Background: an optimization exercise with open tools, aiming at small area. Do not read the settings as production practice. At most, simulation tests tie the RTL to the original design; equivalence was not proved. Function not checked in run 2: the RTL went through the layout flow alone. Power is estimated from default activity; no workload was simulated.

==> flow/design.v (outline; a module is shown in full before it is edited, if it fits) <==
// module p_fa: 4 lines
// module p_fac: 4 lines
// module p_ha: 4 lines
// module p_nor2: 3 lines
// module p_or2: 3 lines
// module p_and2: 3 lines
// module p_inv: 3 lines
// module p_xor2: 3 lines
// module p_xnor2: 3 lines
// module p_xor3: 3 lines
// module p_a222oi: 3 lines
// module magnitude_wrapper: 1046 lines
module magnitude_wrapper(
	input aclk,
	input aresetn,
	input s_i_data_valid,
	output reg s_o_data_ready,
	input [31:0] s_i_data,
	output reg m_o_data_valid,
	input m_i_data_ready,
	output [31:0] m_o_data
    );
  // ...
==> flow/flow/run.sh <==
#!/bin/bash
# Standard layout, but the port buffers are the smallest plain buffer and
# the clock tree uses smaller buffers without dummy loads.
set -euo pipefail
export BUFFER_PORTS_ARGS="-buffer_cell sky130_fd_sc_hd__buf_1"
export CTS_ARGS="-sink_clustering_enable -repair_clock_nets -dont_use_dummy_load -buf_list sky130_fd_sc_hd__clkbuf_8"
bash standard.sh finish > standard_flow.log 2>&1
==> flow/standard.sh <==
#!/bin/bash
# synth_recipe.tcl (not shown) runs the flow's synth.tcl, then flattens the netlist and writes it again
# the make line also repeats each setting of config.mk as NAME=value (left out here)
make -C /OpenROAD-flow-scripts/flow DESIGN_CONFIG=/design/flow/config.mk WORK_HOME=/design/flow/orfs CLKGATE_MAP_FILE= SYNTH_SCRIPT=/design/flow/synth_recipe.tcl "${@:-finish}"
==> flow/config.mk <==
export PLATFORM = sky130hd
export DESIGN_NAME = magnitude_wrapper
export DESIGN_NICKNAME = magnitude_wrapper
export VERILOG_FILES = /design/flow/design.v
export SDC_FILE = /design/flow/constraint.sdc
export NUM_CORES = 4
export LEC_CHECK = 0
export CAP_MARGIN = 20
export CORE_MARGIN = 2
export CORE_UTILIZATION = 40
export GPL_TIMING_DRIVEN = 0
export SLEW_MARGIN = 20
export SYNTH_HIERARCHICAL = 1
export SYNTH_MINIMUM_KEEP_SIZE = 0
==> flow/constraint.sdc <==
create_clock -name core_clock -period 10.0 [get_ports {aclk}]
set_input_delay 2.0000 -clock core_clock [delete_from_list [all_inputs] [get_ports {aclk}]]
set_output_delay 2.0000 -clock core_clock [all_outputs]
set_load 0.01 [all_outputs]
==> metrics.md, run 1 <==
| Metric | Value |
|---|---|
| Gr usage total | `18.93%` |
| Combinational share of power | `69.8%` |
| Run status | `complete, no violations` |
| HP Class | `register to register` |
| Input/output buffers | `69` |
| Max-slew violation count | `0` |
| Slew headroom | `26.12%` |
| Crit path max-delay cell type | `a222oi_1` |
| Post-synthesis simple-gate area fraction | `10.69%` |
| # fillers | `1,645` |
| Critical path depth | `20` |
| Final net count | `921` |
| Cts hold-fix bufs | `0` |
| Die area | `19,020 um^2` |
| Clock power frac | `7.1%` |
| Switching power | `1.311 mW` |
| Routed wl met2 | `8242 um` |
| Most crowded layer after global routing | `met2` |
| Biggest regs | `cn (32), p (32)` |
| Post-place setup slack | `0.8043 ns` |
| Final RePlAce weighted congestion | `0.8004` |
| Tap cells | `225` |
| Seq cells | `107` |
| FMAX | `113.7 MHz` |
| Mux cell area share after synthesis | `0%` |
| Met3 routed WL | `858 um` |
| Worst Setup EP | `cn[31]` |
==> run 2, diff against run 1 <==
==> flow/design.v (replaced) <==
module p_fa(input a, input b, input c, output s, output co);
  assign s = a ^ b ^ c;
  assign co = (a & b) | (c & (a ^ b));
endmodule
module p_fac(input a, input b, output s, output co);
  assign s = ~(a ^ b);
  assign co = a | b;
endmodule
module p_ha(input a, input b, output s, output co);
  assign s = a ^ b;
  assign co = a & b;
endmodule
module p_nor2(input a, input b, output y);
  assign y = ~(a | b);
endmodule
module p_or2(input a, input b, output y);
  assign y = a | b;
endmodule
module p_and2(input a, input b, output y);
  assign y = a & b;
endmodule
module p_inv(input a, output y);
  assign y = ~a;
endmodule
module p_xor2(input a, input b, output y);
  assign y = a ^ b;
endmodule
module p_xnor2(input a, input b, output y);
  assign y = ~(a ^ b);
endmodule
module p_xor3(input a, input b, input c, output y);
  assign y = a ^ b ^ c;
endmodule
module p_a222oi(input a1, input a2, input b1, input b2, input c1, input c2, output y);
  assign y = ~((a1 & a2) | (b1 & b2) | (c1 & c2));
endmodule
module magnitude_wrapper(
	input aclk,
	input aresetn,
	input s_i_data_valid,
	output reg s_o_data_ready,
	input [31:0] s_i_data,
	output reg m_o_data_valid,
	input m_i_data_ready,
	output [31:0] m_o_data
    );
	reg start, ack;
	reg f1, f2, f3;
	reg [15:0] a_re, a_im;
	reg [31:0] p;         
	reg [31:0] cn;        
	reg pc_11, cnc_11;
	wire tc_11, cvc_11, cdc_11;
	reg pc_19, cnc_19;
	wire tc_19, cvc_19, cdc_19;
	reg pc_26, cnc_26;
	wire tc_26, cvc_26, cdc_26;
	wire acc = s_i_data_valid & ~ack;
	wire [15:0] xn;       
	wire [31:0] t;        
	wire [31:0] cv;       
	wire [31:0] mo;
	wire [31:0] cd;
	wire sel_re = f2;
	wire sel_im = f1 | f3;
	wire sel_pin = ~ack & ~f1;
	wire pm = f1 | (ack & ~f2);
	wire ld_t = m_i_data_ready & f3;
	wire ld_p = m_i_data_ready & ~f3;
	wire hold = ~m_i_data_ready;
	p_a222oi um0 (.a1(sel_re), .a2(a_re[0]), .b1(sel_im), .b2(a_im[0]), .c1(sel_pin), .c2(s_i_data[0]), .y(xn[0]));
	p_a222oi um1 (.a1(sel_re), .a2(a_re[1]), .b1(sel_im), .b2(a_im[1]), .c1(sel_pin), .c2(s_i_data[1]), .y(xn[1]));
	p_a222oi um2 (.a1(sel_re), .a2(a_re[2]), .b1(sel_im), .b2(a_im[2]), .c1(sel_pin), .c2(s_i_data[2]), .y(xn[2]));
	p_a222oi um3 (.a1(sel_re), .a2(a_re[3]), .b1(sel_im), .b2(a_im[3]), .c1(sel_pin), .c2(s_i_data[3]), .y(xn[3]));
	p_a222oi um4 (.a1(sel_re), .a2(a_re[4]), .b1(sel_im), .b2(a_im[4]), .c1(sel_pin), .c2(s_i_data[4]), .y(xn[4]));
	p_a222oi um5 (.a1(sel_re), .a2(a_re[5]), .b1(sel_im), .b2(a_im[5]), .c1(sel_pin), .c2(s_i_data[5]), .y(xn[5]));
	p_a222oi um6 (.a1(sel_re), .a2(a_re[6]), .b1(sel_im), .b2(a_im[6]), .c1(sel_pin), .c2(s_i_data[6]), .y(xn[6]));
	p_a222oi um7 (.a1(sel_re), .a2(a_re[7]), .b1(sel_im), .b2(a_im[7]), .c1(sel_pin), .c2(s_i_data[7]), .y(xn[7]));
	p_a222oi um8 (.a1(sel_re), .a2(a_re[8]), .b1(sel_im), .b2(a_im[8]), .c1(sel_pin), .c2(s_i_data[8]), .y(xn[8]));
	p_a222oi um9 (.a1(sel_re), .a2(a_re[9]), .b1(sel_im), .b2(a_im[9]), .c1(sel_pin), .c2(s_i_data[9]), .y(xn[9]));
	p_a222oi um10 (.a1(sel_re), .a2(a_re[10]), .b1(sel_im), .b2(a_im[10]), .c1(sel_pin), .c2(s_i_data[10]), .y(xn[10]));
	p_a222oi um11 (.a1(sel_re), .a2(a_re[11]), .b1(sel_im), .b2(a_im[11]), .c1(sel_pin), .c2(s_i_data[11]), .y(xn[11]));
	p_a222oi um12 (.a1(sel_re), .a2(a_re[12]), .b1(sel_im), .b2(a_im[12]), .c1(sel_pin), .c2(s_i_data[12]), .y(xn[12]));
	p_a222oi um13 (.a1(sel_re), .a2(a_re[13]), .b1(sel_im), .b2(a_im[13]), .c1(sel_pin), .c2(s_i_data[13]), .y(xn[13]));
	p_a222oi um14 (.a1(sel_re), .a2(a_re[14]), .b1(sel_im), .b2(a_im[14]), .c1(sel_pin), .c2(s_i_data[14]), .y(xn[14]));
	p_a222oi um15 (.a1(sel_re), .a2(a_re[15]), .b1(sel_im), .b2(a_im[15]), .c1(sel_pin), .c2(s_i_data[15]), .y(xn[15]));
	assign t[0] = s_739;
	assign t[1] = s_742;
	assign t[2] = s_745;
	assign t[3] = s_748;
	assign t[4] = s_751;
	assign t[5] = s_754;
	assign t[6] = s_757;
	assign t[7] = s_760;
	assign t[8] = s_763;
	assign t[9] = s_766;
	assign t[10] = s_769;
	assign t[11] = s_772;
	assign t[12] = s_775;
	assign t[13] = s_778;
	assign t[14] = s_781;
	assign t[15] = s_784;
	assign t[16] = s_787;
	assign t[17] = s_790;
	assign t[18] = s_793;
	assign t[19] = s_595;
	assign t[20] = s_616;
	assign t[21] = s_634;
	assign t[22] = s_652;
	assign t[23] = s_667;
	assign t[24] = s_682;
	assign t[25] = s_694;
	assign t[26] = s_796;
	assign t[27] = s_799;
	assign t[28] = s_802;
	assign t[29] = s_805;
	assign t[30] = s_808;
	assign t[31] = s_817;
	assign tc_11 = c_770;
	assign tc_19 = c_794;
	assign tc_26 = 1'b0;
	p_a222oi uc0 (.a1(ld_t), .a2(t[0]), .b1(ld_p), .b2(p[0]), .c1(hold), .c2(cv[0]), .y(cd[0]));
	p_inv ui0 (.a(cn[0]), .y(cv[0]));
	p_a222oi uc1 (.a1(ld_t), .a2(t[1]), .b1(ld_p), .b2(p[1]), .c1(hold), .c2(cv[1]), .y(cd[1]));
	p_inv ui1 (.a(cn[1]), .y(cv[1]));
	p_a222oi uc2 (.a1(ld_t), .a2(t[2]), .b1(ld_p), .b2(p[2]), .c1(hold), .c2(cv[2]), .y(cd[2]));
	p_inv ui2 (.a(cn[2]), .y(cv[2]));
	p_a222oi uc3 (.a1(ld_t), .a2(t[3]), .b1(ld_p), .b2(p[3]), .c1(hold), .c2(cv[3]), .y(cd[3]));
	p_inv ui3 (.a(cn[3]), .y(cv[3]));
	p_a222oi uc4 (.a1(ld_t), .a2(t[4]), .b1(ld_p), .b2(p[4]), .c1(hold), .c2(cv[4]), .y(cd[4]));
	p_inv ui4 (.a(cn[4]), .y(cv[4]));
	p_a222oi uc5 (.a1(ld_t), .a2(t[5]), .b1(ld_p), .b2(p[5]), .c1(hold), .c2(cv[5]), .y(cd[5]));
	p_inv ui5 (.a(cn[5]), .y(cv[5]));
	p_a222oi uc6 (.a1(ld_t), .a2(t[6]), .b1(ld_p), .b2(p[6]), .c1(hold), .c2(cv[6]), .y(cd[6]));
	p_inv ui6 (.a(cn[6]), .y(cv[6]));
	p_a222oi uc7 (.a1(ld_t), .a2(t[7]), .b1(ld_p), .b2(p[7]), .c1(hold), .c2(cv[7]), .y(cd[7]));
	p_inv ui7 (.a(cn[7]), .y(cv[7]));
	p_a222oi uc8 (.a1(ld_t), .a2(t[8]), .b1(ld_p), .b2(p[8]), .c1(hold), .c2(cv[8]), .y(cd[8]));
	p_inv ui8 (.a(cn[8]), .y(cv[8]));
	p_a222oi uc9 (.a1(ld_t), .a2(t[9]), .b1(ld_p), .b2(p[9]), .c1(hold), .c2(cv[9]), .y(cd[9]));
	p_inv ui9 (.a(cn[9]), .y(cv[9]));
	p_a222oi uc10 (.a1(ld_t), .a2(t[10]), .b1(ld_p), .b2(p[10]), .c1(hold), .c2(cv[10]), .y(cd[10]));
	p_inv ui10 (.a(cn[10]), .y(cv[10]));
	p_a222oi uc11 (.a1(ld_t), .a2(t[11]), .b1(ld_p), .b2(p[11]), .c1(hold), .c2(cv[11]), .y(cd[11]));
	p_inv ui11 (.a(cn[11]), .y(cv[11]));
	p_a222oi uc12 (.a1(ld_t), .a2(t[12]), .b1(ld_p), .b2(p[12]), .c1(hold), .c2(cv[12]), .y(cd[12]));
	p_inv ui12 (.a(cn[12]), .y(cv[12]));
	p_a222oi uc13 (.a1(ld_t), .a2(t[13]), .b1(ld_p), .b2(p[13]), .c1(hold), .c2(cv[13]), .y(cd[13]));
	p_inv ui13 (.a(cn[13]), .y(cv[13]));
	p_a222oi uc14 (.a1(ld_t), .a2(t[14]), .b1(ld_p), .b2(p[14]), .c1(hold), .c2(cv[14]), .y(cd[14]));
	p_inv ui14 (.a(cn[14]), .y(cv[14]));
	p_a222oi uc15 (.a1(ld_t), .a2(t[15]), .b1(ld_p), .b2(p[15]), .c1(hold), .c2(cv[15]), .y(cd[15]));
	p_inv ui15 (.a(cn[15]), .y(cv[15]));
	p_a222oi uc16 (.a1(ld_t), .a2(t[16]), .b1(ld_p), .b2(p[16]), .c1(hold), .c2(cv[16]), .y(cd[16]));
	p_inv ui16 (.a(cn[16]), .y(cv[16]));
	p_a222oi uc17 (.a1(ld_t), .a2(t[17]), .b1(ld_p), .b2(p[17]), .c1(hold), .c2(cv[17]), .y(cd[17]));
	p_inv ui17 (.a(cn[17]), .y(cv[17]));
	p_a222oi uc18 (.a1(ld_t), .a2(t[18]), .b1(ld_p), .b2(p[18]), .c1(hold), .c2(cv[18]), .y(cd[18]));
	p_inv ui18 (.a(cn[18]), .y(cv[18]));
	p_a222oi uc19 (.a1(ld_t), .a2(t[19]), .b1(ld_p), .b2(p[19]), .c1(hold), .c2(cv[19]), .y(cd[19]));
	p_inv ui19 (.a(cn[19]), .y(cv[19]));
	p_a222oi uc20 (.a1(ld_t), .a2(t[20]), .b1(ld_p), .b2(p[20]), .c1(hold), .c2(cv[20]), .y(cd[20]));
	p_inv ui20 (.a(cn[20]), .y(cv[20]));
	p_a222oi uc21 (.a1(ld_t), .a2(t[21]), .b1(ld_p), .b2(p[21]), .c1(hold), .c2(cv[21]), .y(cd[21]));
	p_inv ui21 (.a(cn[21]), .y(cv[21]));
	p_a222oi uc22 (.a1(ld_t), .a2(t[22]), .b1(ld_p), .b2(p[22]), .c1(hold), .c2(cv[22]), .y(cd[22]));
	p_inv ui22 (.a(cn[22]), .y(cv[22]));
	p_a222oi uc23 (.a1(ld_t), .a2(t[23]), .b1(ld_p), .b2(p[23]), .c1(hold), .c2(cv[23]), .y(cd[23]));
	p_inv ui23 (.a(cn[23]), .y(cv[23]));
	p_a222oi uc24 (.a1(ld_t), .a2(t[24]), .b1(ld_p), .b2(p[24]), .c1(hold), .c2(cv[24]), .y(cd[24]));
	p_inv ui24 (.a(cn[24]), .y(cv[24]));
	p_a222oi uc25 (.a1(ld_t), .a2(t[25]), .b1(ld_p), .b2(p[25]), .c1(hold), .c2(cv[25]), .y(cd[25]));
	p_inv ui25 (.a(cn[25]), .y(cv[25]));
	p_a222oi uc26 (.a1(ld_t), .a2(t[26]), .b1(ld_p), .b2(p[26]), .c1(hold), .c2(cv[26]), .y(cd[26]));
	p_inv ui26 (.a(cn[26]), .y(cv[26]));
	p_a222oi uc27 (.a1(ld_t), .a2(t[27]), .b1(ld_p), .b2(p[27]), .c1(hold), .c2(cv[27]), .y(cd[27]));
	p_inv ui27 (.a(cn[27]), .y(cv[27]));
	p_a222oi uc28 (.a1(ld_t), .a2(t[28]), .b1(ld_p), .b2(p[28]), .c1(hold), .c2(cv[28]), .y(cd[28]));
	p_inv ui28 (.a(cn[28]), .y(cv[28]));
	p_a222oi uc29 (.a1(ld_t), .a2(t[29]), .b1(ld_p), .b2(p[29]), .c1(hold), .c2(cv[29]), .y(cd[29]));
	p_inv ui29 (.a(cn[29]), .y(cv[29]));
	p_a222oi uc30 (.a1(ld_t), .a2(t[30]), .b1(ld_p), .b2(p[30]), .c1(hold), .c2(cv[30]), .y(cd[30]));
	p_inv ui30 (.a(cn[30]), .y(cv[30]));
	p_a222oi uc31 (.a1(ld_t), .a2(t[31]), .b1(ld_p), .b2(p[31]), .c1(hold), .c2(cv[31]), .y(cd[31]));
	p_inv ui31 (.a(cn[31]), .y(cv[31]));
	p_a222oi ucc11 (.a1(ld_t), .a2(tc_11), .b1(ld_p), .b2(pc_11), .c1(hold), .c2(cvc_11), .y(cdc_11));
	p_inv uic11 (.a(cnc_11), .y(cvc_11));
	p_a222oi ucc19 (.a1(ld_t), .a2(tc_19), .b1(ld_p), .b2(pc_19), .c1(hold), .c2(cvc_19), .y(cdc_19));
	p_inv uic19 (.a(cnc_19), .y(cvc_19));
	p_a222oi ucc26 (.a1(ld_t), .a2(tc_26), .b1(ld_p), .b2(pc_26), .c1(hold), .c2(cvc_26), .y(cdc_26));
	p_inv uic26 (.a(cnc_26), .y(cvc_26));
	assign mo[0] = cv[0];
	assign mo[1] = cv[1];
	assign mo[2] = cv[2];
	assign mo[3] = cv[3];
	assign mo[4] = cv[4];
	assign mo[5] = cv[5];
	assign mo[6] = cv[6];
	assign mo[7] = cv[7];
	assign mo[8] = cv[8];
	assign mo[9] = cv[9];
	assign mo[10] = cv[10];
	assign m_o_data = mo;
	wire dg_1;
	wire pp_3;
	wire pp_5;
	wire pp_7;
	wire pp_9;
	wire pp_11;
	wire pp_13;
	wire pp_15;
	wire pp_17;
	wire pp_19;
	wire pp_21;
	wire pp_23;
	wire pp_25;
	wire pp_27;
	wire pp_29;
	wire pp_31;
	wire dg_33;
	wire pp_35;
	wire pp_37;
	wire pp_39;
	wire pp_41;
	wire pp_43;
	wire pp_45;
	wire pp_47;
	wire pp_49;
	wire pp_51;
	wire pp_53;
	wire pp_55;
	wire pp_57;
	wire pp_59;
	wire pp_61;
	wire dg_63;
	wire pp_65;
	wire pp_67;
	wire pp_69;
	wire pp_71;
	wire pp_73;
	wire pp_75;
	wire pp_77;
	wire pp_79;
	wire pp_81;
	wire pp_83;
	wire pp_85;
	wire pp_87;
	wire pp_89;
	wire dg_91;
	wire pp_93;
	wire pp_95;
	wire pp_97;
	wire pp_99;
	wire pp_101;
	wire pp_103;
	wire pp_105;
	wire pp_107;
	wire pp_109;
	wire pp_111;
	wire pp_113;
	wire pp_115;
	wire dg_117;
	wire pp_119;
	wire pp_121;
	wire pp_123;
	wire pp_125;
	wire pp_127;
	wire pp_129;
	wire pp_131;
	wire pp_133;
	wire pp_135;
	wire pp_137;
	wire pp_139;
	wire dg_141;
	wire pp_143;
	wire pp_145;
	wire pp_147;
	wire pp_149;
	wire pp_151;
	wire pp_153;
	wire pp_155;
	wire pp_157;
	wire pp_159;
	wire pp_161;
	wire dg_163;
	wire pp_165;
	wire pp_167;
	wire pp_169;
	wire pp_171;
	wire pp_173;
	wire pp_175;
	wire pp_177;
	wire pp_179;
	wire pp_181;
	wire dg_183;
	wire pp_185;
	wire pp_187;
	wire pp_189;
	wire pp_191;
	wire pp_193;
	wire pp_195;
	wire pp_197;
	wire pp_199;
	wire dg_201;
	wire pp_203;
	wire pp_205;
	wire pp_207;
	wire pp_209;
	wire pp_211;
	wire pp_213;
	wire pp_215;
	wire dg_217;
	wire pp_219;
	wire pp_221;
	wire pp_223;
	wire pp_225;
	wire pp_227;
	wire pp_229;
	wire dg_231;
	wire pp_233;
	wire pp_235;
	wire pp_237;
	wire pp_239;
	wire pp_241;
	wire dg_243;
	wire pp_245;
	wire pp_247;
	wire pp_249;
	wire pp_251;
	wire dg_253;
	wire pp_255;
	wire pp_257;
	wire pp_259;
	wire dg_261;
	wire pp_263;
	wire pp_265;
	wire dg_267;
	wire pp_269;
	wire dg_271;
	wire pm_273;
	wire pm_275;
	wire pm_277;
	wire pm_279;
	wire pm_281;
	wire pm_283;
	wire pm_285;
	wire pm_287;
	wire pm_289;
	wire pm_291;
	wire pm_293;
	wire pm_295;
	wire pm_297;
	wire pm_299;
	wire pm_301;
	wire pm_303;
	wire pm_305;
	wire pm_307;
	wire pm_309;
	wire pm_311;
	wire pm_313;
	wire pm_315;
	wire pm_317;
	wire pm_319;
	wire pm_321;
	wire pm_323;
	wire pm_325;
	wire pm_327;
	wire pm_329;
	wire pm_331;
	wire pm_333;
	wire pm_335;
	wire pmc_337;
	wire pmc_339;
	wire pmc_341;
	wire s_343;
	wire c_344;
	wire s_346;
	wire c_347;
	wire s_349;
	wire c_350;
	wire s_352;
	wire c_353;
	wire s_355;
	wire c_356;
	wire s_358;
	wire c_359;
	wire s_361;
	wire c_362;
	wire s_364;
	wire c_365;
	wire s_367;
	wire c_368;
	wire s_370;
	wire c_371;
	wire s_373;
	wire c_374;
	wire s_376;
	wire c_377;
	wire s_379;
	wire c_380;
	wire s_382;
	wire c_383;
	wire s_385;
	wire c_386;
	wire s_388;
	wire c_389;
	wire s_391;
	wire c_392;
	wire s_394;
	wire c_395;
	wire s_397;
	wire c_398;
	wire s_400;
	wire c_401;
	wire s_403;
	wire c_404;
	wire s_406;
	wire c_407;
	wire s_409;
	wire c_410;
	wire s_412;
	wire c_413;
	wire s_415;
	wire c_416;
	wire s_418;
	wire c_419;
	wire s_421;
	wire c_422;
	wire s_424;
	wire c_425;
	wire s_427;
	wire c_428;
	wire s_430;
	wire c_431;
	wire s_433;
	wire c_434;
	wire s_436;
	wire c_437;
	wire s_439;
	wire c_440;
	wire s_442;
	wire c_443;
	wire s_445;
	wire c_446;
	wire s_448;
	wire c_449;
	wire s_451;
	wire c_452;
	wire s_454;
	wire c_455;
	wire s_457;
	wire c_458;
	wire s_460;
	wire c_461;
	wire s_463;
	wire c_464;
	wire s_466;
	wire c_467;
	wire s_469;
	wire c_470;
	wire s_472;
	wire c_473;
	wire s_475;
	wire c_476;
	wire s_478;
	wire c_479;
	wire s_481;
	wire c_482;
	wire s_484;
	wire c_485;
	wire s_487;
	wire c_488;
	wire s_490;
	wire c_491;
	wire s_493;
	wire c_494;
	wire s_496;
	wire c_497;
	wire s_499;
	wire c_500;
	wire s_502;
	wire c_503;
	wire s_505;
	wire c_506;
	wire s_508;
	wire c_509;
	wire s_511;
	wire c_512;
	wire s_514;
	wire c_515;
	wire s_517;
	wire c_518;
	wire s_520;
	wire c_521;
	wire s_523;
	wire c_524;
	wire s_526;
	wire c_527;
	wire s_529;
	wire c_530;
	wire s_532;
	wire c_533;
	wire s_535;
	wire c_536;
	wire s_538;
	wire c_539;
	wire s_541;
	wire c_542;
	wire s_544;
	wire c_545;
	wire s_547;
	wire c_548;
	wire s_550;
	wire c_551;
	wire s_553;
	wire c_554;
	wire s_556;
	wire c_557;
	wire s_559;
	wire c_560;
	wire s_562;
	wire c_563;
	wire s_565;
	wire c_566;
	wire s_568;
	wire c_569;
	wire s_571;
	wire c_572;
	wire s_574;
	wire c_575;
	wire s_577;
	wire c_578;
	wire s_580;
	wire c_581;
	wire s_583;
	wire c_584;
	wire s_586;
	wire c_587;
	wire s_589;
	wire c_590;
	wire s_592;
	wire c_593;
	wire s_595;
	wire c_596;
	wire s_598;
	wire c_599;
	wire s_601;
	wire c_602;
	wire s_604;
	wire c_605;
	wire s_607;
	wire c_608;
	wire s_610;
	wire c_611;
	wire s_613;
	wire c_614;
	wire s_616;
	wire c_617;
	wire s_619;
	wire c_620;
	wire s_622;
	wire c_623;
	wire s_625;
	wire c_626;
	wire s_628;
	wire c_629;
	wire s_631;
	wire c_632;
	wire s_634;
	wire c_635;
	wire s_637;
	wire c_638;
	wire s_640;
	wire c_641;
	wire s_643;
	wire c_644;
	wire s_646;
	wire c_647;
	wire s_649;
	wire c_650;
	wire s_652;
	wire c_653;
	wire s_655;
	wire c_656;
	wire s_658;
	wire c_659;
	wire s_661;
	wire c_662;
	wire s_664;
	wire c_665;
	wire s_667;
	wire c_668;
	wire s_670;
	wire c_671;
	wire s_673;
	wire c_674;
	wire s_676;
	wire c_677;
	wire s_679;
	wire c_680;
	wire s_682;
	wire c_683;
	wire s_685;
	wire c_686;
	wire s_688;
	wire c_689;
	wire s_691;
	wire c_692;
	wire s_694;
	wire c_695;
	wire s_697;
	wire c_698;
	wire s_700;
	wire c_701;
	wire s_703;
	wire c_704;
	wire s_706;
	wire c_707;
	wire s_709;
	wire c_710;
	wire s_712;
	wire c_713;
	wire s_715;
	wire c_716;
	wire s_718;
	wire c_719;
	wire s_721;
	wire c_722;
	wire s_724;
	wire c_725;
	wire s_727;
	wire c_728;
	wire s_730;
	wire c_731;
	wire s_733;
	wire c_734;
	wire s_736;
	wire c_737;
	wire s_739;
	wire c_740;
	wire s_742;
	wire c_743;
	wire s_745;
	wire c_746;
	wire s_748;
	wire c_749;
	wire s_751;
	wire c_752;
	wire s_754;
	wire c_755;
	wire s_757;
	wire c_758;
	wire s_760;
	wire c_761;
	wire s_763;
	wire c_764;
	wire s_766;
	wire c_767;
	wire s_769;
	wire c_770;
	wire s_772;
	wire c_773;
	wire s_775;
	wire c_776;
	wire s_778;
	wire c_779;
	wire s_781;
	wire c_782;
	wire s_784;
	wire c_785;
	wire s_787;
	wire c_788;
	wire s_790;
	wire c_791;
	wire s_793;
	wire c_794;
	wire s_796;
	wire c_797;
	wire s_799;
	wire c_800;
	wire s_802;
	wire c_803;
	wire s_805;
	wire c_806;
	wire s_808;
	wire c_809;
	wire s_811;
	wire s_813;
	wire s_815;
	wire s_817;
	wire e_819;
	wire e_821;
	wire e_823;
	wire e_825;
	wire e_827;
	wire e_829;
	wire e_831;
	wire e_833;
	wire e_835;
	wire e_837;
	wire e_839;
	wire e_841;
	wire e_843;
	wire e_845;
	wire e_847;
	wire e_849;
	wire e_851;
	wire e_853;
	wire e_855;
	wire e_857;
  p_inv u2 (.a(xn[0]), .y(dg_1));
  p_nor2 u4 (.a(xn[0]), .b(xn[1]), .y(pp_3));
  p_nor2 u6 (.a(xn[0]), .b(xn[2]), .y(pp_5));
  p_nor2 u8 (.a(xn[0]), .b(xn[3]), .y(pp_7));
  p_nor2 u10 (.a(xn[0]), .b(xn[4]), .y(pp_9));
  p_nor2 u12 (.a(xn[0]), .b(xn[5]), .y(pp_11));
  p_nor2 u14 (.a(xn[0]), .b(xn[6]), .y(pp_13));
  p_nor2 u16 (.a(xn[0]), .b(xn[7]), .y(pp_15));
  p_nor2 u18 (.a(xn[0]), .b(xn[8]), .y(pp_17));
  p_nor2 u20 (.a(xn[0]), .b(xn[9]), .y(pp_19));
  p_nor2 u22 (.a(xn[0]), .b(xn[10]), .y(pp_21));
  p_nor2 u24 (.a(xn[0]), .b(xn[11]), .y(pp_23));
  p_nor2 u26 (.a(xn[0]), .b(xn[12]), .y(pp_25));
  p_nor2 u28 (.a(xn[0]), .b(xn[13]), .y(pp_27));
  p_nor2 u30 (.a(xn[0]), .b(xn[14]), .y(pp_29));
  p_or2 u32 (.a(xn[0]), .b(xn[15]), .y(pp_31));
  p_inv u34 (.a(xn[1]), .y(dg_33));
  p_nor2 u36 (.a(xn[1]), .b(xn[2]), .y(pp_35));
  p_nor2 u38 (.a(xn[1]), .b(xn[3]), .y(pp_37));
  p_nor2 u40 (.a(xn[1]), .b(xn[4]), .y(pp_39));
  p_nor2 u42 (.a(xn[1]), .b(xn[5]), .y(pp_41));
  p_nor2 u44 (.a(xn[1]), .b(xn[6]), .y(pp_43));
  p_nor2 u46 (.a(xn[1]), .b(xn[7]), .y(pp_45));
  p_nor2 u48 (.a(xn[1]), .b(xn[8]), .y(pp_47));
  p_nor2 u50 (.a(xn[1]), .b(xn[9]), .y(pp_49));
  p_nor2 u52 (.a(xn[1]), .b(xn[10]), .y(pp_51));
  p_nor2 u54 (.a(xn[1]), .b(xn[11]), .y(pp_53));
  p_nor2 u56 (.a(xn[1]), .b(xn[12]), .y(pp_55));
  p_nor2 u58 (.a(xn[1]), .b(xn[13]), .y(pp_57));
  p_nor2 u60 (.a(xn[1]), .b(xn[14]), .y(pp_59));
  p_or2 u62 (.a(xn[1]), .b(xn[15]), .y(pp_61));
  p_inv u64 (.a(xn[2]), .y(dg_63));
  p_nor2 u66 (.a(xn[2]), .b(xn[3]), .y(pp_65));
  p_nor2 u68 (.a(xn[2]), .b(xn[4]), .y(pp_67));
  p_nor2 u70 (.a(xn[2]), .b(xn[5]), .y(pp_69));
  p_nor2 u72 (.a(xn[2]), .b(xn[6]), .y(pp_71));
  p_nor2 u74 (.a(xn[2]), .b(xn[7]), .y(pp_73));
  p_nor2 u76 (.a(xn[2]), .b(xn[8]), .y(pp_75));
  p_nor2 u78 (.a(xn[2]), .b(xn[9]), .y(pp_77));
  p_nor2 u80 (.a(xn[2]), .b(xn[10]), .y(pp_79));
  p_nor2 u82 (.a(xn[2]), .b(xn[11]), .y(pp_81));
  p_nor2 u84 (.a(xn[2]), .b(xn[12]), .y(pp_83));
  p_nor2 u86 (.a(xn[2]), .b(xn[13]), .y(pp_85));
  p_nor2 u88 (.a(xn[2]), .b(xn[14]), .y(pp_87));
  p_or2 u90 (.a(xn[2]), .b(xn[15]), .y(pp_89));
  p_inv u92 (.a(xn[3]), .y(dg_91));
  p_nor2 u94 (.a(xn[3]), .b(xn[4]), .y(pp_93));
  p_nor2 u96 (.a(xn[3]), .b(xn[5]), .y(pp_95));
  p_nor2 u98 (.a(xn[3]), .b(xn[6]), .y(pp_97));
  p_nor2 u100 (.a(xn[3]), .b(xn[7]), .y(pp_99));
  p_nor2 u102 (.a(xn[3]), .b(xn[8]), .y(pp_101));
  p_nor2 u104 (.a(xn[3]), .b(xn[9]), .y(pp_103));
  p_nor2 u106 (.a(xn[3]), .b(xn[10]), .y(pp_105));
  p_nor2 u108 (.a(xn[3]), .b(xn[11]), .y(pp_107));
  p_nor2 u110 (.a(xn[3]), .b(xn[12]), .y(pp_109));
  p_nor2 u112 (.a(xn[3]), .b(xn[13]), .y(pp_111));
  p_nor2 u114 (.a(xn[3]), .b(xn[14]), .y(pp_113));
  p_or2 u116 (.a(xn[3]), .b(xn[15]), .y(pp_115));
  p_inv u118 (.a(xn[4]), .y(dg_117));
  p_nor2 u120 (.a(xn[4]), .b(xn[5]), .y(pp_119));
  p_nor2 u122 (.a(xn[4]), .b(xn[6]), .y(pp_121));
  p_nor2 u124 (.a(xn[4]), .b(xn[7]), .y(pp_123));
  p_nor2 u126 (.a(xn[4]), .b(xn[8]), .y(pp_125));
  p_nor2 u128 (.a(xn[4]), .b(xn[9]), .y(pp_127));
  p_nor2 u130 (.a(xn[4]), .b(xn[10]), .y(pp_129));
  p_nor2 u132 (.a(xn[4]), .b(xn[11]), .y(pp_131));
  p_nor2 u134 (.a(xn[4]), .b(xn[12]), .y(pp_133));
  p_nor2 u136 (.a(xn[4]), .b(xn[13]), .y(pp_135));
  p_nor2 u138 (.a(xn[4]), .b(xn[14]), .y(pp_137));
  p_or2 u140 (.a(xn[4]), .b(xn[15]), .y(pp_139));
  p_inv u142 (.a(xn[5]), .y(dg_141));
  p_nor2 u144 (.a(xn[5]), .b(xn[6]), .y(pp_143));
  p_nor2 u146 (.a(xn[5]), .b(xn[7]), .y(pp_145));
  p_nor2 u148 (.a(xn[5]), .b(xn[8]), .y(pp_147));
  p_nor2 u150 (.a(xn[5]), .b(xn[9]), .y(pp_149));
  p_nor2 u152 (.a(xn[5]), .b(xn[10]), .y(pp_151));
  p_nor2 u154 (.a(xn[5]), .b(xn[11]), .y(pp_153));
  p_nor2 u156 (.a(xn[5]), .b(xn[12]), .y(pp_155));
  p_nor2 u158 (.a(xn[5]), .b(xn[13]), .y(pp_157));
  p_nor2 u160 (.a(xn[5]), .b(xn[14]), .y(pp_159));
  p_or2 u162 (.a(xn[5]), .b(xn[15]), .y(pp_161));
  p_inv u164 (.a(xn[6]), .y(dg_163));
  p_nor2 u166 (.a(xn[6]), .b(xn[7]), .y(pp_165));
  p_nor2 u168 (.a(xn[6]), .b(xn[8]), .y(pp_167));
  p_nor2 u170 (.a(xn[6]), .b(xn[9]), .y(pp_169));
  p_nor2 u172 (.a(xn[6]), .b(xn[10]), .y(pp_171));
  p_nor2 u174 (.a(xn[6]), .b(xn[11]), .y(pp_173));
  p_nor2 u176 (.a(xn[6]), .b(xn[12]), .y(pp_175));
  p_nor2 u178 (.a(xn[6]), .b(xn[13]), .y(pp_177));
  p_nor2 u180 (.a(xn[6]), .b(xn[14]), .y(pp_179));
  p_or2 u182 (.a(xn[6]), .b(xn[15]), .y(pp_181));
  p_inv u184 (.a(xn[7]), .y(dg_183));
  p_nor2 u186 (.a(xn[7]), .b(xn[8]), .y(pp_185));
  p_nor2 u188 (.a(xn[7]), .b(xn[9]), .y(pp_187));
  p_nor2 u190 (.a(xn[7]), .b(xn[10]), .y(pp_189));
  p_nor2 u192 (.a(xn[7]), .b(xn[11]), .y(pp_191));
  p_nor2 u194 (.a(xn[7]), .b(xn[12]), .y(pp_193));
  p_nor2 u196 (.a(xn[7]), .b(xn[13]), .y(pp_195));
  p_nor2 u198 (.a(xn[7]), .b(xn[14]), .y(pp_197));
  p_or2 u200 (.a(xn[7]), .b(xn[15]), .y(pp_199));
  p_inv u202 (.a(xn[8]), .y(dg_201));
  p_nor2 u204 (.a(xn[8]), .b(xn[9]), .y(pp_203));
  p_nor2 u206 (.a(xn[8]), .b(xn[10]), .y(pp_205));
  p_nor2 u208 (.a(xn[8]), .b(xn[11]), .y(pp_207));
  p_nor2 u210 (.a(xn[8]), .b(xn[12]), .y(pp_209));
  p_nor2 u212 (.a(xn[8]), .b(xn[13]), .y(pp_211));
  p_nor2 u214 (.a(xn[8]), .b(xn[14]), .y(pp_213));
  p_or2 u216 (.a(xn[8]), .b(xn[15]), .y(pp_215));
  p_inv u218 (.a(xn[9]), .y(dg_217));
  p_nor2 u220 (.a(xn[9]), .b(xn[10]), .y(pp_219));
  p_nor2 u222 (.a(xn[9]), .b(xn[11]), .y(pp_221));
  p_nor2 u224 (.a(xn[9]), .b(xn[12]), .y(pp_223));
  p_nor2 u226 (.a(xn[9]), .b(xn[13]), .y(pp_225));
  p_nor2 u228 (.a(xn[9]), .b(xn[14]), .y(pp_227));
  p_or2 u230 (.a(xn[9]), .b(xn[15]), .y(pp_229));
  p_inv u232 (.a(xn[10]), .y(dg_231));
  p_nor2 u234 (.a(xn[10]), .b(xn[11]), .y(pp_233));
  p_nor2 u236 (.a(xn[10]), .b(xn[12]), .y(pp_235));
  p_nor2 u238 (.a(xn[10]), .b(xn[13]), .y(pp_237));
  p_nor2 u240 (.a(xn[10]), .b(xn[14]), .y(pp_239));
  p_or2 u242 (.a(xn[10]), .b(xn[15]), .y(pp_241));
  p_inv u244 (.a(xn[11]), .y(dg_243));
  p_nor2 u246 (.a(xn[11]), .b(xn[12]), .y(pp_245));
  p_nor2 u248 (.a(xn[11]), .b(xn[13]), .y(pp_247));
  p_nor2 u250 (.a(xn[11]), .b(xn[14]), .y(pp_249));
  p_or2 u252 (.a(xn[11]), .b(xn[15]), .y(pp_251));
  p_inv u254 (.a(xn[12]), .y(dg_253));
  p_nor2 u256 (.a(xn[12]), .b(xn[13]), .y(pp_255));
  p_nor2 u258 (.a(xn[12]), .b(xn[14]), .y(pp_257));
  p_or2 u260 (.a(xn[12]), .b(xn[15]), .y(pp_259));
  p_inv u262 (.a(xn[13]), .y(dg_261));
  p_nor2 u264 (.a(xn[13]), .b(xn[14]), .y(pp_263));
  p_or2 u266 (.a(xn[13]), .b(xn[15]), .y(pp_265));
  p_inv u268 (.a(xn[14]), .y(dg_267));
  p_or2 u270 (.a(xn[14]), .b(xn[15]), .y(pp_269));
  p_inv u272 (.a(xn[15]), .y(dg_271));
  p_and2 u274 (.a(p[0]), .b(pm), .y(pm_273));
  p_and2 u276 (.a(p[1]), .b(pm), .y(pm_275));
  p_and2 u278 (.a(p[2]), .b(pm), .y(pm_277));
  p_and2 u280 (.a(p[3]), .b(pm), .y(pm_279));
  p_and2 u282 (.a(p[4]), .b(pm), .y(pm_281));
  p_and2 u284 (.a(p[5]), .b(pm), .y(pm_283));
  p_and2 u286 (.a(p[6]), .b(pm), .y(pm_285));
  p_and2 u288 (.a(p[7]), .b(pm), .y(pm_287));
  p_and2 u290 (.a(p[8]), .b(pm), .y(pm_289));
  p_and2 u292 (.a(p[9]), .b(pm), .y(pm_291));
  p_and2 u294 (.a(p[10]), .b(pm), .y(pm_293));
  p_and2 u296 (.a(p[11]), .b(pm), .y(pm_295));
  p_and2 u298 (.a(p[12]), .b(pm), .y(pm_297));
  p_and2 u300 (.a(p[13]), .b(pm), .y(pm_299));
  p_and2 u302 (.a(p[14]), .b(pm), .y(pm_301));
  p_and2 u304 (.a(p[15]), .b(pm), .y(pm_303));
  p_and2 u306 (.a(p[16]), .b(pm), .y(pm_305));
  p_and2 u308 (.a(p[17]), .b(pm), .y(pm_307));
  p_and2 u310 (.a(p[18]), .b(pm), .y(pm_309));
  p_and2 u312 (.a(p[19]), .b(pm), .y(pm_311));
  p_and2 u314 (.a(p[20]), .b(pm), .y(pm_313));
  p_and2 u316 (.a(p[21]), .b(pm), .y(pm_315));
  p_and2 u318 (.a(p[22]), .b(pm), .y(pm_317));
  p_and2 u320 (.a(p[23]), .b(pm), .y(pm_319));
  p_and2 u322 (.a(p[24]), .b(pm), .y(pm_321));
  p_and2 u324 (.a(p[25]), .b(pm), .y(pm_323));
  p_and2 u326 (.a(p[26]), .b(pm), .y(pm_325));
  p_and2 u328 (.a(p[27]), .b(pm), .y(pm_327));
  p_and2 u330 (.a(p[28]), .b(pm), .y(pm_329));
  p_and2 u332 (.a(p[29]), .b(pm), .y(pm_331));
  p_and2 u334 (.a(p[30]), .b(pm), .y(pm_333));
  p_and2 u336 (.a(p[31]), .b(pm), .y(pm_335));
  p_and2 u338 (.a(pc_11), .b(pm), .y(pmc_337));
  p_and2 u340 (.a(pc_19), .b(pm), .y(pmc_339));
  p_and2 u342 (.a(pc_26), .b(pm), .y(pmc_341));
  p_fac u345 (.a(pm_305), .b(dg_201), .s(s_343), .co(c_344));
  p_fa u348 (.a(pm_277), .b(dg_33), .c(pp_3), .s(s_346), .co(c_347));
  p_fa u351 (.a(pm_279), .b(pp_5), .c(c_347), .s(s_349), .co(c_350));
  p_fa u354 (.a(pm_281), .b(dg_63), .c(pp_35), .s(s_352), .co(c_353));
  p_fa u357 (.a(pp_7), .b(s_352), .c(c_350), .s(s_355), .co(c_356));
  p_fa u360 (.a(pm_283), .b(pp_37), .c(pp_9), .s(s_358), .co(c_359));
  p_fa u363 (.a(c_353), .b(s_358), .c(c_356), .s(s_361), .co(c_362));
  p_fa u366 (.a(pm_285), .b(dg_91), .c(pp_11), .s(s_364), .co(c_365));
  p_fa u369 (.a(pp_39), .b(pp_65), .c(c_359), .s(s_367), .co(c_368));
  p_fa u372 (.a(s_364), .b(s_367), .c(c_362), .s(s_370), .co(c_371));
  p_fa u375 (.a(pm_287), .b(pp_13), .c(pp_41), .s(s_373), .co(c_374));
  p_fa u378 (.a(pp_67), .b(c_365), .c(s_373), .s(s_376), .co(c_377));
  p_fa u381 (.a(c_368), .b(s_376), .c(c_371), .s(s_379), .co(c_380));
  p_fa u384 (.a(pm_289), .b(dg_117), .c(pp_15), .s(s_382), .co(c_383));
  p_fa u387 (.a(pp_43), .b(pp_69), .c(pp_93), .s(s_385), .co(c_386));
  p_fa u390 (.a(c_374), .b(s_382), .c(s_385), .s(s_388), .co(c_389));
  p_fa u393 (.a(c_377), .b(s_388), .c(c_380), .s(s_391), .co(c_392));
  p_fa u396 (.a(pm_291), .b(pp_17), .c(pp_45), .s(s_394), .co(c_395));
  p_fa u399 (.a(pp_71), .b(pp_95), .c(c_383), .s(s_397), .co(c_398));
  p_fa u402 (.a(c_386), .b(s_394), .c(s_397), .s(s_400), .co(c_401));
  p_fa u405 (.a(c_389), .b(s_400), .c(c_392), .s(s_403), .co(c_404));
  p_fa u408 (.a(pm_293), .b(dg_141), .c(pp_119), .s(s_406), .co(c_407));
  p_fa u411 (.a(pp_19), .b(pp_47), .c(pp_73), .s(s_409), .co(c_410));
  p_fa u414 (.a(pp_97), .b(c_395), .c(s_406), .s(s_412), .co(c_413));
  p_fa u417 (.a(s_409), .b(c_398), .c(s_412), .s(s_415), .co(c_416));
  p_fa u420 (.a(c_401), .b(s_415), .c(c_404), .s(s_418), .co(c_419));
  p_fa u423 (.a(pm_295), .b(pmc_337), .c(pp_121), .s(s_421), .co(c_422));
  p_fa u426 (.a(pp_21), .b(pp_49), .c(pp_75), .s(s_424), .co(c_425));
  p_fa u429 (.a(pp_99), .b(c_407), .c(c_410), .s(s_427), .co(c_428));
  p_fa u432 (.a(s_421), .b(s_424), .c(c_413), .s(s_430), .co(c_431));
  p_fa u435 (.a(s_427), .b(c_416), .c(s_430), .s(s_433), .co(c_434));
  p_fa u438 (.a(pm_297), .b(dg_163), .c(pp_101), .s(s_436), .co(c_437));
  p_fa u441 (.a(pp_123), .b(pp_143), .c(pp_23), .s(s_439), .co(c_440));
  p_fa u444 (.a(pp_51), .b(pp_77), .c(c_422), .s(s_442), .co(c_443));
  p_fa u447 (.a(c_425), .b(s_436), .c(s_439), .s(s_445), .co(c_446));
  p_fa u450 (.a(c_428), .b(s_442), .c(s_445), .s(s_448), .co(c_449));
  p_fa u453 (.a(c_431), .b(s_448), .c(c_434), .s(s_451), .co(c_452));
  p_fa u456 (.a(pm_299), .b(pp_103), .c(pp_125), .s(s_454), .co(c_455));
  p_fa u459 (.a(pp_145), .b(pp_25), .c(pp_53), .s(s_457), .co(c_458));
  p_fa u462 (.a(pp_79), .b(c_437), .c(c_440), .s(s_460), .co(c_461));
  p_fa u465 (.a(s_454), .b(s_457), .c(c_443), .s(s_463), .co(c_464));
  p_fa u468 (.a(c_446), .b(s_460), .c(s_463), .s(s_466), .co(c_467));
  p_fa u471 (.a(c_449), .b(s_466), .c(c_452), .s(s_469), .co(c_470));
  p_fa u474 (.a(pm_301), .b(dg_183), .c(pp_105), .s(s_472), .co(c_473));
  p_fa u477 (.a(pp_127), .b(pp_147), .c(pp_165), .s(s_475), .co(c_476));
  p_fa u480 (.a(pp_27), .b(pp_55), .c(pp_81), .s(s_478), .co(c_479));
  p_fa u483 (.a(c_455), .b(c_458), .c(s_472), .s(s_481), .co(c_482));
  p_fa u486 (.a(s_475), .b(s_478), .c(c_461), .s(s_484), .co(c_485));
  p_fa u489 (.a(s_481), .b(c_464), .c(s_484), .s(s_487), .co(c_488));
  p_fa u492 (.a(c_467), .b(s_487), .c(c_470), .s(s_490), .co(c_491));
  p_fa u495 (.a(pm_303), .b(pp_107), .c(pp_129), .s(s_493), .co(c_494));
  p_fa u498 (.a(pp_149), .b(pp_167), .c(pp_29), .s(s_496), .co(c_497));
  p_fa u501 (.a(pp_57), .b(pp_83), .c(c_473), .s(s_499), .co(c_500));
  p_fa u504 (.a(c_476), .b(c_479), .c(s_493), .s(s_502), .co(c_503));
  p_fa u507 (.a(s_496), .b(c_482), .c(s_499), .s(s_505), .co(c_506));
  p_fa u510 (.a(s_502), .b(c_485), .c(s_505), .s(s_508), .co(c_509));
  p_fa u513 (.a(c_488), .b(s_508), .c(c_491), .s(s_511), .co(c_512));
  p_fa u516 (.a(pp_109), .b(pp_131), .c(pp_151), .s(s_514), .co(c_515));
  p_fa u519 (.a(pp_169), .b(pp_185), .c(pp_31), .s(s_517), .co(c_518));
  p_fa u522 (.a(pp_59), .b(pp_85), .c(s_343), .s(s_520), .co(c_521));
  p_fa u525 (.a(c_494), .b(c_497), .c(s_514), .s(s_523), .co(c_524));
  p_fa u528 (.a(s_517), .b(s_520), .c(c_500), .s(s_526), .co(c_527));
  p_fa u531 (.a(c_503), .b(s_523), .c(s_526), .s(s_529), .co(c_530));
  p_fa u534 (.a(c_506), .b(s_529), .c(c_509), .s(s_532), .co(c_533));
  p_fa u537 (.a(pm_307), .b(pp_111), .c(pp_133), .s(s_535), .co(c_536));
  p_fa u540 (.a(pp_153), .b(pp_171), .c(pp_187), .s(s_538), .co(c_539));
  p_fa u543 (.a(pp_61), .b(pp_87), .c(c_344), .s(s_541), .co(c_542));
  p_fa u546 (.a(c_515), .b(c_518), .c(s_535), .s(s_544), .co(c_545));
  p_fa u549 (.a(s_538), .b(c_521), .c(s_541), .s(s_547), .co(c_548));
  p_fa u552 (.a(c_524), .b(s_544), .c(s_547), .s(s_550), .co(c_551));
  p_fa u555 (.a(c_527), .b(s_550), .c(c_530), .s(s_553), .co(c_554));
  p_fa u558 (.a(pm_309), .b(dg_217), .c(pp_113), .s(s_556), .co(c_557));
  p_fa u561 (.a(pp_135), .b(pp_155), .c(pp_173), .s(s_559), .co(c_560));
  p_fa u564 (.a(pp_189), .b(pp_203), .c(pp_89), .s(s_562), .co(c_563));
  p_fa u567 (.a(c_536), .b(c_539), .c(s_556), .s(s_565), .co(c_566));
  p_fa u570 (.a(s_559), .b(s_562), .c(c_542), .s(s_568), .co(c_569));
  p_fa u573 (.a(c_545), .b(s_565), .c(c_548), .s(s_571), .co(c_572));
  p_fa u576 (.a(s_568), .b(c_551), .c(s_571), .s(s_574), .co(c_575));
  p_fa u579 (.a(pm_311), .b(pmc_339), .c(pp_115), .s(s_577), .co(c_578));
  p_fa u582 (.a(pp_137), .b(pp_157), .c(pp_175), .s(s_580), .co(c_581));
  p_fa u585 (.a(pp_191), .b(pp_205), .c(c_557), .s(s_583), .co(c_584));
  p_fa u588 (.a(c_560), .b(c_563), .c(s_577), .s(s_586), .co(c_587));
  p_fa u591 (.a(s_580), .b(c_566), .c(s_583), .s(s_589), .co(c_590));
  p_fa u594 (.a(s_586), .b(c_569), .c(s_589), .s(s_592), .co(c_593));
  p_fa u597 (.a(c_572), .b(s_592), .c(c_575), .s(s_595), .co(c_596));
  p_fa u600 (.a(pm_313), .b(dg_231), .c(pp_139), .s(s_598), .co(c_599));
  p_fa u603 (.a(pp_159), .b(pp_177), .c(pp_193), .s(s_601), .co(c_602));
  p_fa u606 (.a(pp_207), .b(pp_219), .c(c_578), .s(s_604), .co(c_605));
  p_fa u609 (.a(c_581), .b(s_598), .c(s_601), .s(s_607), .co(c_608));
  p_fa u612 (.a(c_584), .b(c_587), .c(s_604), .s(s_610), .co(c_611));
  p_fa u615 (.a(s_607), .b(c_590), .c(s_610), .s(s_613), .co(c_614));
  p_fa u618 (.a(c_593), .b(s_613), .c(c_596), .s(s_616), .co(c_617));
  p_fa u621 (.a(pm_315), .b(pp_161), .c(pp_179), .s(s_619), .co(c_620));
  p_fa u624 (.a(pp_195), .b(pp_209), .c(pp_221), .s(s_622), .co(c_623));
  p_fa u627 (.a(c_599), .b(c_602), .c(s_619), .s(s_625), .co(c_626));
  p_fa u630 (.a(s_622), .b(c_605), .c(c_608), .s(s_628), .co(c_629));
  p_fa u633 (.a(s_625), .b(c_611), .c(s_628), .s(s_631), .co(c_632));
  p_fa u636 (.a(c_614), .b(s_631), .c(c_617), .s(s_634), .co(c_635));
  p_fa u639 (.a(pm_317), .b(dg_243), .c(pp_181), .s(s_637), .co(c_638));
  p_fa u642 (.a(pp_197), .b(pp_211), .c(pp_223), .s(s_640), .co(c_641));
  p_fa u645 (.a(pp_233), .b(c_620), .c(c_623), .s(s_643), .co(c_644));
  p_fa u648 (.a(s_637), .b(s_640), .c(c_626), .s(s_646), .co(c_647));
  p_fa u651 (.a(s_643), .b(c_629), .c(s_646), .s(s_649), .co(c_650));
  p_fa u654 (.a(c_632), .b(s_649), .c(c_635), .s(s_652), .co(c_653));
  p_fa u657 (.a(pm_319), .b(pp_199), .c(pp_213), .s(s_655), .co(c_656));
  p_fa u660 (.a(pp_225), .b(pp_235), .c(c_638), .s(s_658), .co(c_659));
  p_fa u663 (.a(c_641), .b(s_655), .c(c_644), .s(s_661), .co(c_662));
  p_fa u666 (.a(s_658), .b(c_647), .c(s_661), .s(s_664), .co(c_665));
  p_fa u669 (.a(c_650), .b(s_664), .c(c_653), .s(s_667), .co(c_668));
  p_fa u672 (.a(pm_321), .b(dg_253), .c(pp_215), .s(s_670), .co(c_671));
  p_fa u675 (.a(pp_227), .b(pp_237), .c(pp_245), .s(s_673), .co(c_674));
  p_fa u678 (.a(c_656), .b(s_670), .c(s_673), .s(s_676), .co(c_677));
  p_fa u681 (.a(c_659), .b(s_676), .c(c_662), .s(s_679), .co(c_680));
  p_fa u684 (.a(s_679), .b(c_665), .c(c_668), .s(s_682), .co(c_683));
  p_fa u687 (.a(pm_323), .b(pp_229), .c(pp_239), .s(s_685), .co(c_686));
  p_fa u690 (.a(pp_247), .b(c_671), .c(c_674), .s(s_688), .co(c_689));
  p_fa u693 (.a(s_685), .b(c_677), .c(s_688), .s(s_691), .co(c_692));
  p_fa u696 (.a(s_691), .b(c_680), .c(c_683), .s(s_694), .co(c_695));
  p_fa u699 (.a(pm_325), .b(pmc_341), .c(dg_261), .s(s_697), .co(c_698));
  p_fa u702 (.a(pp_241), .b(pp_249), .c(pp_255), .s(s_700), .co(c_701));
  p_fa u705 (.a(c_686), .b(s_697), .c(s_700), .s(s_703), .co(c_704));
  p_fa u708 (.a(c_689), .b(s_703), .c(c_692), .s(s_706), .co(c_707));
  p_fa u711 (.a(pm_327), .b(pp_251), .c(pp_257), .s(s_709), .co(c_710));
  p_fa u714 (.a(c_698), .b(c_701), .c(s_709), .s(s_712), .co(c_713));
  p_fa u717 (.a(c_704), .b(s_712), .c(c_707), .s(s_715), .co(c_716));
  p_fa u720 (.a(pm_329), .b(dg_267), .c(pp_259), .s(s_718), .co(c_719));
  p_fa u723 (.a(pp_263), .b(c_710), .c(s_718), .s(s_721), .co(c_722));
  p_fa u726 (.a(c_713), .b(s_721), .c(c_716), .s(s_724), .co(c_725));
  p_fa u729 (.a(pm_331), .b(pp_265), .c(c_719), .s(s_727), .co(c_728));
  p_fa u732 (.a(c_722), .b(s_727), .c(c_725), .s(s_730), .co(c_731));
  p_fa u735 (.a(pm_333), .b(dg_271), .c(pp_269), .s(s_733), .co(c_734));
  p_fa u738 (.a(s_733), .b(c_728), .c(c_731), .s(s_736), .co(c_737));
  p_ha u741 (.a(pm_273), .b(dg_1), .s(s_739), .co(c_740));
  p_ha u744 (.a(pm_275), .b(c_740), .s(s_742), .co(c_743));
  p_ha u747 (.a(c_743), .b(s_346), .s(s_745), .co(c_746));
  p_ha u750 (.a(c_746), .b(s_349), .s(s_748), .co(c_749));
  p_ha u753 (.a(c_749), .b(s_355), .s(s_751), .co(c_752));
  p_ha u756 (.a(c_752), .b(s_361), .s(s_754), .co(c_755));
  p_ha u759 (.a(c_755), .b(s_370), .s(s_757), .co(c_758));
  p_ha u762 (.a(c_758), .b(s_379), .s(s_760), .co(c_761));
  p_ha u765 (.a(c_761), .b(s_391), .s(s_763), .co(c_764));
  p_ha u768 (.a(c_764), .b(s_403), .s(s_766), .co(c_767));
  p_ha u771 (.a(c_767), .b(s_418), .s(s_769), .co(c_770));
  p_ha u774 (.a(s_433), .b(c_419), .s(s_772), .co(c_773));
  p_ha u777 (.a(s_451), .b(c_773), .s(s_775), .co(c_776));
  p_ha u780 (.a(s_469), .b(c_776), .s(s_778), .co(c_779));
  p_ha u783 (.a(s_490), .b(c_779), .s(s_781), .co(c_782));
  p_ha u786 (.a(s_511), .b(c_782), .s(s_784), .co(c_785));
  p_fa u789 (.a(s_532), .b(c_512), .c(c_785), .s(s_787), .co(c_788));
  p_fa u792 (.a(s_553), .b(c_533), .c(c_788), .s(s_790), .co(c_791));
  p_fa u795 (.a(s_574), .b(c_554), .c(c_791), .s(s_793), .co(c_794));
  p_ha u798 (.a(s_706), .b(c_695), .s(s_796), .co(c_797));
  p_ha u801 (.a(s_715), .b(c_797), .s(s_799), .co(c_800));
  p_ha u804 (.a(s_724), .b(c_800), .s(s_802), .co(c_803));
  p_ha u807 (.a(s_730), .b(c_803), .s(s_805), .co(c_806));
  p_ha u810 (.a(s_736), .b(c_806), .s(s_808), .co(c_809));
  p_xor2 u812 (.a(pm_335), .b(c_734), .y(s_811));
  p_xor2 u814 (.a(s_811), .b(c_737), .y(s_813));
  p_xor2 u816 (.a(s_813), .b(c_809), .y(s_815));
  p_inv u818 (.a(s_815), .y(s_817));
  p_ha u820 (.a(cv[11]), .b(cvc_11), .s(mo[11]), .co(e_819));
  p_ha u822 (.a(cv[12]), .b(e_819), .s(mo[12]), .co(e_821));
  p_ha u824 (.a(cv[13]), .b(e_821), .s(mo[13]), .co(e_823));
  p_ha u826 (.a(cv[14]), .b(e_823), .s(mo[14]), .co(e_825));
  p_ha u828 (.a(cv[15]), .b(e_825), .s(mo[15]), .co(e_827));
  p_ha u830 (.a(cv[16]), .b(e_827), .s(mo[16]), .co(e_829));
  p_ha u832 (.a(cv[17]), .b(e_829), .s(mo[17]), .co(e_831));
  p_ha u834 (.a(cv[18]), .b(e_831), .s(mo[18]), .co(e_833));
  p_fa u836 (.a(cv[19]), .b(cvc_19), .c(e_833), .s(mo[19]), .co(e_835));
  p_ha u838 (.a(cv[20]), .b(e_835), .s(mo[20]), .co(e_837));
  p_ha u840 (.a(cv[21]), .b(e_837), .s(mo[21]), .co(e_839));
  p_ha u842 (.a(cv[22]), .b(e_839), .s(mo[22]), .co(e_841));
  p_ha u844 (.a(cv[23]), .b(e_841), .s(mo[23]), .co(e_843));
  p_ha u846 (.a(cv[24]), .b(e_843), .s(mo[24]), .co(e_845));
  p_ha u848 (.a(cv[25]), .b(e_845), .s(mo[25]), .co(e_847));
  p_fa u850 (.a(cv[26]), .b(cvc_26), .c(e_847), .s(mo[26]), .co(e_849));
  p_ha u852 (.a(cv[27]), .b(e_849), .s(mo[27]), .co(e_851));
  p_ha u854 (.a(cv[28]), .b(e_851), .s(mo[28]), .co(e_853));
  p_ha u856 (.a(cv[29]), .b(e_853), .s(mo[29]), .co(e_855));
  p_ha u858 (.a(cv[30]), .b(e_855), .s(mo[30]), .co(e_857));
  p_xor2 u859 (.a(cv[31]), .b(e_857), .y(mo[31]));
	always @(posedge aclk) begin
		start <= acc | (start & ~ack & aresetn);
		s_o_data_ready <= acc | (s_o_data_ready & aresetn);
		ack <= start;
		f1 <= acc & ~start;
		f2 <= acc & start;
		f3 <= f2;
		if (m_i_data_ready) m_o_data_valid <= ack;
		else if (!aresetn) m_o_data_valid <= 1'b0;
		a_re <= s_i_data[15:0];
		if (acc) a_im <= s_i_data[31:16];
		p <= t;
		cn <= cd;
		pc_11 <= tc_11;
		cnc_11 <= cdc_11;
		pc_19 <= tc_19;
		cnc_19 <= cdc_19;
		pc_26 <= tc_26;
		cnc_26 <= cdc_26;
	end
endmodule
==> flow/config.mk (replaced) <==
export PLATFORM = sky130hd
export DESIGN_NAME = magnitude_wrapper
export DESIGN_NICKNAME = magnitude_wrapper
export VERILOG_FILES = /design/flow/design.v
export SDC_FILE = /design/flow/constraint.sdc
export NUM_CORES = 4
export LEC_CHECK = 0
export CAP_MARGIN = 20
export CORE_MARGIN = 2
export CORE_UTILIZATION = 40
export SLEW_MARGIN = 20
export SYNTH_HIERARCHICAL = 1
export SYNTH_MINIMUM_KEEP_SIZE = 0
==> run 2 against run 1 <==
Compared with the run above:
- total power is 0.12% higher
- design area is 3.0% lower
- final cell count is 3.8% lower
- sequential power hardly changed
- first-iteration DRC count is 6.9% higher
- still clean
- setup slack worse by 0.086 ns
- register-to-register slack better by 0.08 ns
- global-route usage is 0.69 points lower
- wire length is 1.4% higher
- synthesized cell count is 0.35% higher
- clock-buffer cell count stayed put
- critical path type unchanged
==> metrics.md, run 2 <==
| Metric | Value |
|---|---|
| Final hold vios | `0` |
| Final RePlAce weighted congestion | `0.8604 (+7.5%)` |
| Ys flop type | `dfxtp_1` |
| Cts hold-fix bufs | `0 (unchanged)` |
| Initial DRC Count | `421` |
| Design area | `7931 um^2` |
| Pre-Repair DR Iteration Count | `8` |
| Largest net degree at the start of global routing | `37` |
| Starting density of the core | `40.47%` |
| Post-place setup slack | `0.7356 ns (-0.06865 ns)` |
| Tcrit/Tclk final | `88.83%` |
| HP Class | `register to register` |
| Layout Skew | `0.04286 ns` |
| Sequential Power Share | `23.0%` |
| Register area share after synthesis | `32.41%` |
| DR WL/cell | `18.22 um` |
| Syn Inst Count | `579` |
| Commonest cells in the netlist | `fa_1, nor2_1, dfxtp_1` |
| Int Power | `1.676 mW` |
| Die height | `138.1 um` |
| Final wirelength | `16,310 um` |
| Layout area overhead | `10.22%` |
| Ranking of synthesized cells by area | `fa_1, dfxtp_1, a222oi_1` |
| Top Ports | `70` |
| GRT Residual Overflow | `0` |
| Largest family of logic cells by synthesized area | `adder cells` |
| Dpl cell area | `7805 um^2` |
| Dpl cells | `886` |
| Worst skew pair latency | `0.40 ns` |
| Std cell rows | `49` |
| Synth Cell Area | `7196 um^2` |
| P per Cell Area | `380.7 nW/um^2` |
| Core Area | `17,780 um^2` |
| FMAX | `112.6 MHz (-0.97%)` |
| Via count of the first global-routing pass | `5,499` |
| Final net count | `880 (-4.5%)` |
| CP Capture Type | `register` |
| # DRC | `0` |
| Max_cap viols | `0` |
| Input/output buffers | `69 (unchanged)` |
| Non-Filler Instances | `895` |
| Run status | `complete, no violations` |
| Fraction of the mapped netlist area in adder cells | `44.79%` |
| Compound-Gate Fraction of Synth Area | `7.286%` |
| H-tree depth | `3` |
| Reg clk slew, reported paths | `0.12 ns` |
| Initial antenna violation count | `0` |
| Detailed placer's ending HPWL | `11,770 um` |
| Final setup fails | `0` |
| Biggest regs | `cn (32), p (32)` |
| RSZ-0062 raised after global routing | `no` |
| Sw frac | `44.50%` |
| Final hold slack | `0.3888 ns` |
| Clock power frac | `7.2% (about the same)` |
| Max-slew violation count | `0 (unchanged)` |
| Worst slew pin tran | `1.013 ns` |
| CTS Root Cell | `clkbuf_8` |
| TritonCTS Buffers | `9` |
| Leakage | `3.642 nW` |
| Post-synth top area share | `37.84%` |
| Post-CTS setup buffers | `0` |
| Synth async-reset ratio | `0%` |
| Vias per inst | `5.294` |
| Crit-path cells | `buf_1 > a222oi_1 > nor2_1 > fa_1 > fa_1 > fa_1 > fa_1 > fa_1 > fa_1 > fa_1 > fa_1 > fa_1 > fa_1 > fa_1 > ha_1 > ha_1 > ha_1 > ha_1 > ha_1 > xor2_1 > inv_1 > a222oi_1` |
| CTS tree | `done` |
| Mean area per synthesized cell | `12.43 um^2` |
| Gr usage total | `18.25% (-0.69 points)` |
| Antenna viol nets, final | `0` |
| Critical path class | `input port to register` |
| Crit path max-delay cell type | `a222oi_1` |
| Switching power | `1.344 mW (+2.5%)` |
| Count leader, synth | `fa_1` |
| Clock Tree Buf Depth | `2` |
| Synth cell types | `19` |
| First-pass GRT wire length | `27,970 um` |
| Combinational share of power | `69.9% (about the same)` |
| Sink Count | `108` |
| EDFF count, synth | `17` |
| Xor and xnor area share after synthesis | `0.4869%` |
| Maximum vdd drop | `223.2 uV` |
| Worst Slack Setup Final | `1.117 ns` |
| Most frequent cells in the layout | `fa_1, nor2_1, dfxtp_1` |
| Commonest non-fill, non-tap cell in the layout | `fa_1` |
| Die Wd | `138.1 um` |
| Post-synthesis simple-gate area fraction | `10.75% (+0.052 points)` |
| Via count | `4,738` |
| # resized after CTS | `0` |
| Die area | `19,080 um^2 (+0.33%)` |
| Final min period | `8.883 ns` |
| WP data required | `10.26 ns` |
| Slew headroom | `32.44% (+6.3 points)` |
| Mux cell area share after synthesis | `0% (unchanged)` |
| Post-synth top area cell | `fa_1` |
| Setup_tns | `0 ns` |
| Slowest stage delay, CP | `0.83 ns` |
| Yosys synthesis warning count | `7` |
| # diodes | `0` |
| Top cell by count, worst path | `fa_1` |
| Worst-path fanout max | `6` |
| Post-synthesis register bit count | `108` |
| Crit path launch type | `input port` |
| Share of cells above drive strength 1 | `5.255%` |
| CP arrival | `9.15 ns` |
## run 2: cell count changes after synthesis, moves of 2 or more
cell / change
ha_1: -4
buf_4: -3
fa_1: +2
inv_1: +2
xor2_1: +2
## run 2: layout make-up
| cell class | instances | area, um^2 |
|---|---|---|
| clock buffer | 9 | 123.9 |
| tap | 229 | 286.5 |
| multi-input combinational | 403 | 4573 |
| fill | 1649 | 9848 |
| inverter | 59 | 221.5 |
| sequential | 108 | 2332 |
| timing repair buffer | 87 | 394.1 |
## run 2: power by group through the flow
stage / registers [mW] / clock network, mW / logic (mW)
CTS: 0.694 / 0.227 / 2.14
global placement: 0.699 / 0 / 2.04
floorplan: 0.688 / 0 / 1.54
finish: 0.694 / 0.216 / 2.11
global route: 0.711 / 0.241 / 2.40
detailed placement: 0.704 / 0 / 2.12
## run 2: logic make-up after synthesis
logic type,Yosys count
adder cells (fa/ha/maj),176
AND/OR/NAND/NOR,167
flip-flops,108
buffers and inverters,70
AO/OA/AOI/OAI,53
XOR/XNOR,4
other,1
## run 2: routing by layer
layer  part of all wire [%]  routed length (um)  GRT usage, %
met1                     42                6901         23.81
met2                     51                8379         31.61
met3                    5.5                 894         3.776
met4                   0.81                 132         4.028
met5                      0                   0             0
## run 2: final timing paths
| kind | from | endpoint | slack, ns | cells after the start |
|---|---|---|---|---|
| max | s_i_data[3] | cn[31] | 1.12 | 22 |
| min | start | ack | 0.39 | 0 |
| max reg2reg | f1 | cn[31] | 1.98 | 22 |
| min reg2reg | start | ack | 0.39 | 0 |
## run 2: metrics by stage
step | total power, mW | util (%)
final | 3.020 | 44.61
after floorplan | 2.227 | -
after detailed placement | 2.828 | 43.90
after global placement | 2.740 | 43.90
after CTS | 3.064 | 44.60
after global routing | 3.348 | 44.61
## run 2: Yosys stat by module (local to each module, per instance)
module	flip-flops and latches	copies in the design
p_ha	0	39
p_inv	0	52
p_nor2	0	105
p_xor2	0	4
p_a222oi	0	51
p_or2	0	15
p_fa	0	136
p_and2	0	35
magnitude_wrapper	108	1
p_fac	0	1
## run 2: worst max-delay path, delay by kind of cell
family                   cells  cell delay [ns]
adder cells (fa/ha/maj)     16             5.56
AO/OA/AOI/OAI                2             1.13
buffers and inverters        2             0.15
XOR/XNOR                     1             0.15
AND/OR/NAND/NOR              1             0.14

## static timing again, ports no longer ideal
The flow's constraints put no driver on any port. The routed layouts listed below were extracted and timed again, unchanged, in two steps. Step 1: set_driving_cell puts a clkbuf_16 on aclk and a buf_2 on each other input, an assumption about the parent block. Step 2 moves the port delays by t, midway between the first and last clock arrival at a register: inputs arrive t later, outputs are due t later. That takes back most of the time a late clock gives input paths. Three values: no drivers, after step 1, after step 2; two values: the first two.
run	t (ns)	slack for setup (ns)	clock arrival spread, ns	worst register clock-pin slew, ns
run 1	0.417	1.202 / 1.211 / 0.793	0.040 / 0.041	0.12 / 0.12
run 2	0.413	1.117 / 1.132 / 0.718	0.043 / 0.043	0.12 / 0.12
After both steps setup and hold are still met in every run listed. For run 1, which loses most, drivers alone change the setup slack by +0.009 ns; drivers and shift together by -0.409 ns.
